Background: an optimization exercise with open tools, aiming at small area. Do not read the settings as production practice. The RTL was checked by simulation tests, not by an equivalence proof against the original design. Power and IR drop assume default switching activity.

## job 101
==> flow/design.v <==
module stepper_zatvaranje(clk, rst, ir_zatvaranje, motor_zatvaranje1, motor_zatvaranje2);
	input clk;
	input rst;
	input ir_zatvaranje;
	output [3:0] motor_zatvaranje1;
	output [3:0] motor_zatvaranje2;
	localparam [11:0] H0 = 12'd348;
	localparam [11:0] HEND = H0 + 12'd1700 + 12'd1428;    
	reg [11:0] hi;
	reg [4:0] lo;
	reg f;           
	reg on;          
	function ge12;
		input [11:0] q;
		input [11:0] k;
		integer j;
		begin
			ge12 = 1'b1;
			for (j = 0; j < 12; j = j + 1)
				ge12 = k[j] ? (q[j] & ge12) : (q[j] | ge12);
		end
	endfunction
	wire rest = hi[11];
	wire en = rest | ~ir_zatvaranje;
	wire lo_end = lo[4] & lo[2];                                  
	wire rest_end = ((hi & HEND) == HEND) & lo[3] & lo[2];
	wire clr = rst | rest_end;
	wire hi_inc = en & lo_end;
	wire [5:0] cl;
	wire [12:0] ch;
	assign cl[0] = en;
	assign ch[0] = hi_inc;
	genvar i;
	generate
		for (i = 0; i < 5; i = i + 1)
		begin : lo_c
			assign cl[i + 1] = cl[i] & lo[i];
		end
		for (i = 0; i < 12; i = i + 1)
		begin : hi_c
			assign ch[i + 1] = ch[i] & hi[i];
		end
	endgenerate
	always @(posedge clk)
	begin
		lo <= (clr | hi_inc) ? 5'd0 : lo ^ cl[4:0];
		hi <= clr ? H0 : hi ^ ch[11:0];
		f <= ~rst & (f | rest);
		on <= ~rst & ~rest & (on | (~ir_zatvaranje & lo_end));
	end
	wire up = ge12(hi, H0 + 12'd852);
	wire a851 = ge12(hi, H0 + 12'd851) & ~up;
	wire [1:0] idx = up ? hi[1:0] : a851 ? {1'b0, f} + 2'd3 : {1'b0, f} + 2'd1 - hi[1:0];
	wire [3:0] pat = {~(idx[1] ^ idx[0]), ~idx[1], idx[1] ^ idx[0], idx[1]};
	assign motor_zatvaranje1 = on ? pat : 4'b0000;
	assign motor_zatvaranje2 = {motor_zatvaranje1[2], motor_zatvaranje1[3], motor_zatvaranje1[0], motor_zatvaranje1[1]};
endmodule
module stepper_traka (clk, rst, ir_zatvaranje, ir_pumpa, motor_traka1, motor_traka2);
	input clk;
	input rst;
	input ir_zatvaranje;
	input ir_pumpa;
	output [3:0] motor_traka1;
	output [3:0] motor_traka2;
	localparam [16:0] STEP_DELAY = 17'd20;
	localparam [16:0] T_CAP = 17'd22760;
	localparam [16:0] T_FILL = 17'd75000;
	localparam [11:0] ANGLE = 12'd3000;
	reg [16:0] sc;        
	reg [11:0] angle;     
	reg blok_z, blok_p, on;
	reg [1:0] g;
	function ge17;
		input [16:0] q;
		input [16:0] k;
		integer j;
		begin
			ge17 = 1'b1;
			for (j = 0; j < 17; j = j + 1)
				ge17 = k[j] ? (q[j] & ge17) : (q[j] | ge17);
		end
	endfunction
	wire ge20 = ge17(sc, STEP_DELAY);
	wire fill_end = ((sc & T_FILL) == T_FILL);
	wire angle_end = ((angle & ANGLE) == ANGLE);
	wire le_cap = ~ge17(sc, T_CAP + 17'd1);
	wire eq_cap = le_cap & ((sc & T_CAP) == T_CAP);
	wire lt_cap = le_cap & ~eq_cap;
	wire b_move = blok_p | (ir_pumpa & blok_z);        
	wire b_fill = ~b_move & ~ir_pumpa;                 
	wire b_run = ~b_move & ir_pumpa & ir_zatvaranje;   
	wire b_cap = ~b_move & ir_pumpa & ~ir_zatvaranje;  
	wire move_step = b_move & ge20;
	wire step = (move_step & ~angle_end) | (b_run & ge20);
	wire stop = (b_fill & ~fill_end) | (b_cap & lt_cap);
	wire sc_clr = rst | ((b_move | b_run) & ge20) | (b_fill & fill_end) | (b_cap & eq_cap);
	wire inc2 = b_move;
	wire inc1 = ~b_move & ~(b_cap & ~lt_cap);
	wire [17:0] c;
	assign c[0] = 1'b0;
	assign c[1] = (sc[0] & inc1) | inc2;
	genvar i;
	generate
		for (i = 1; i < 17; i = i + 1)
		begin : sc_inc
			assign c[i + 1] = c[i] & sc[i];
		end
	endgenerate
	wire [16:0] sc_sum = sc ^ {c[16:1], inc1};
	wire [12:0] ca;
	assign ca[0] = move_step;
	generate
		for (i = 0; i < 12; i = i + 1)
		begin : angle_inc
			assign ca[i + 1] = ca[i] & angle[i];
		end
	endgenerate
	wire [3:0] pat = {~g[0], ~g[1], g[0], g[1]};
	assign motor_traka1 = on ? pat : 4'b0000;
	assign motor_traka2 = motor_traka1;
	always @(posedge clk)
	begin
		sc <= sc_clr ? 17'd0 : sc_sum;
		angle <= (rst | (move_step & angle_end)) ? 12'd0 : angle ^ ca[11:0];
		if (rst)
		begin
			blok_z <= 1'b0;
			blok_p <= 1'b0;
			on <= 1'b0;
			g <= 2'b01;
		end
		else
		begin
			if (b_fill & fill_end)
				blok_p <= 1'b1;
			else if (move_step & angle_end & blok_p)
				blok_p <= 1'b0;
			if (b_cap & eq_cap)
				blok_z <= 1'b1;
			else if (move_step & angle_end & ~blok_p)
				blok_z <= 1'b0;
			if (step)
			begin
				g <= {~g[0], g[1]};
				on <= 1'b1;
			end
			else if (stop)
				on <= 1'b0;
		end
	end
endmodule
module pumpa (clk, rst, ir_pumpa, pumpa_switch, dioda_punjenje);
	input clk;
	input rst;
	input ir_pumpa;
	output pumpa_switch;
	output dioda_punjenje;
	localparam [16:0] D_IDLE = 17'd121919;
	localparam [16:0] D_FILL = 17'd11920;
	reg [16:0] D;
	wire last = ((D & D_IDLE) == D_IDLE);
	wire en = ~ir_pumpa;
	wire [17:0] c;
	assign c[0] = en;
	genvar i;
	generate
		for (i = 0; i < 17; i = i + 1)
		begin : inc
			assign c[i + 1] = c[i] & D[i];
		end
	endgenerate
	wire off = D[16] & (D[15] | D[14]);
	assign pumpa_switch = off;
	assign dioda_punjenje = off;
	always @(posedge clk)
	begin
		if (rst)
			D <= D_IDLE;
		else if (en & last)
			D <= D_FILL;
		else
			D <= D ^ c[16:0];
	end
endmodule
module top(clk,
				rst,
				ir_zatvaranje,
				ir_pumpa,
				motor_zatvaranje1,
				motor_zatvaranje2,
				motor_traka1,
				motor_traka2,
				pumpa_switch,
				dioda_punjenje
				);
	input clk;
	input rst;
	input ir_zatvaranje;
	input ir_pumpa;
	output [3:0] motor_zatvaranje1;
	output [3:0] motor_zatvaranje2;
	output [3:0] motor_traka1;
	output [3:0] motor_traka2;
	output pumpa_switch;
	output dioda_punjenje;
	stepper_zatvaranje step_motor_zatvaranje (
		.clk (clk),
		.rst (rst),
		.ir_zatvaranje (ir_zatvaranje),
		.motor_zatvaranje1 (motor_zatvaranje1),
		.motor_zatvaranje2 (motor_zatvaranje2)
		);
	stepper_traka step_motor_traka (
		.clk (clk),
		.rst (rst),
		.ir_zatvaranje (ir_zatvaranje),
		.ir_pumpa (ir_pumpa),
		.motor_traka1 (motor_traka1),
		.motor_traka2 (motor_traka2)
		);
	pumpa pumpa (
		.clk (clk),
		.rst (rst),
		.ir_pumpa (ir_pumpa),
		.pumpa_switch (pumpa_switch),
		.dioda_punjenje (dioda_punjenje)
		);
endmodule
clock: 10.0 ns
lec_check: 0
cap_margin: 20
core_margin: 2
core_utilization: 40
slew_margin: 20
standard.sh (not shown) runs the stock make flow with config.mk's settings and CLKGATE_MAP_FILE= SYNTH_SCRIPT=/design/flow/synth_recipe.tcl, a recipe that flattens the netlist after the stock synthesis.
==> flow/flow/run.sh <==
#!/bin/bash
# Standard layout, unchanged.
set -e
bash standard.sh finish > standard.log 2>&1
Job 101: flow completed, timing, DRC and antenna clean
diff inputs: job 101 => job 102
==> flow/flow/run.sh <==
#!/bin/bash
# Standard layout with single-drive-strength port buffers and a small clock tree.
set -e
bash standard.sh BUFFER_PORTS_ARGS="-buffer_cell sky130_fd_sc_hd__buf_1" \
  CTS_ARGS="-sink_clustering_enable -repair_clock_nets -dont_use_dummy_load -buf_list sky130_fd_sc_hd__clkbuf_4 -root_buf sky130_fd_sc_hd__clkbuf_4 -sink_clustering_size 35" \
  finish > standard.log 2>&1
### Flow results
When the final numbers for job 102 and job 101 were put side by side, the clock edge transition at the registers on the reported setup and hold paths turned out to be greater in job 102. [compare] base=job 101 new=job 102: arrival time of the worst setup path decreased 0.40 ns, fmax went up 0.011 GHz, logic gate share of total power grew by 2.6 points. Compared with job 101, total power in job 102 decreased by more than 10%. Job 102: critical path data required time 0.07 ns above job 101. Cell area | job 102 vs job 101 | job 102 smaller. Comparing job 101 against job 102, there is no change at all in max-slew violation total from the final report. When job 102 is measured against job 101, its area added between synthesis and finish turns out 9.5 points lower. met1 capacity usage during global routing was higher in the run labelled job 101.
What job 103 does differently from job 102 at the input level:
==> flow/run.sh (new file) <==
#!/bin/bash
# synth_recipe.tcl (not shown) runs the flow's synth.tcl, then flattens the netlist and writes it again
# the make line also repeats each setting of config.mk as NAME=value (left out here)
make -C /OpenROAD-flow-scripts/flow DESIGN_CONFIG=/design/flow/config.mk WORK_HOME=/design/flow/orfs CLKGATE_MAP_FILE= SYNTH_SCRIPT=/design/flow/synth_recipe.tcl finish
removed: flow/flow/run.sh
removed: flow/standard.sh
Notes after the runs:
Global-route met1 utilization for job 103 is higher than for job 102.
NOTE: count of clock-buffer cells in the layout in job 103 exceeds that of job 102
No run among job 102 and job 103 stopped early or left any final violation; all are clean.
The lower sequential share of layout area of job 102 and job 103 is in job 103.

==> what the ideal ports hide <==
The results above use ideal ports. As a check the final layouts listed here were re-extracted and re-timed, cells and wires unchanged.
Step 1, drivers: a clkbuf_16 drives clk and a buf_2 each remaining input, both assumed.
Step 2 adds t to the input delays and takes it off the output delays; t is the mean of the earliest and latest rising clock arrival at the registers after step 1. Input paths then give back, and output paths get back, about the clock's delay inside the block.
a / b / c = ideal / step 1 / step 2; a / b = the first two.
run	t (ns)	setup slack, ns	clock arrival spread, ns	slew at the worst register clock pin (ns)	worst data-port slew with drivers (ns)
job 101	0.358	3.130 / 3.133 / 2.775	0.012 / 0.013	0.08 / 0.08	0.03
job 102	0.419	3.599 / 3.599 / 3.179	0.037 / 0.037	0.12 / 0.12	0.03
job 103	0.358	3.130 / 3.133 / 2.775	0.012 / 0.013	0.08 / 0.08	0.03
After both steps every run listed still meets setup and hold. The setup slack of job 102, which loses most, moves by 0.000 ns with the drivers and by -0.420 ns with both steps.
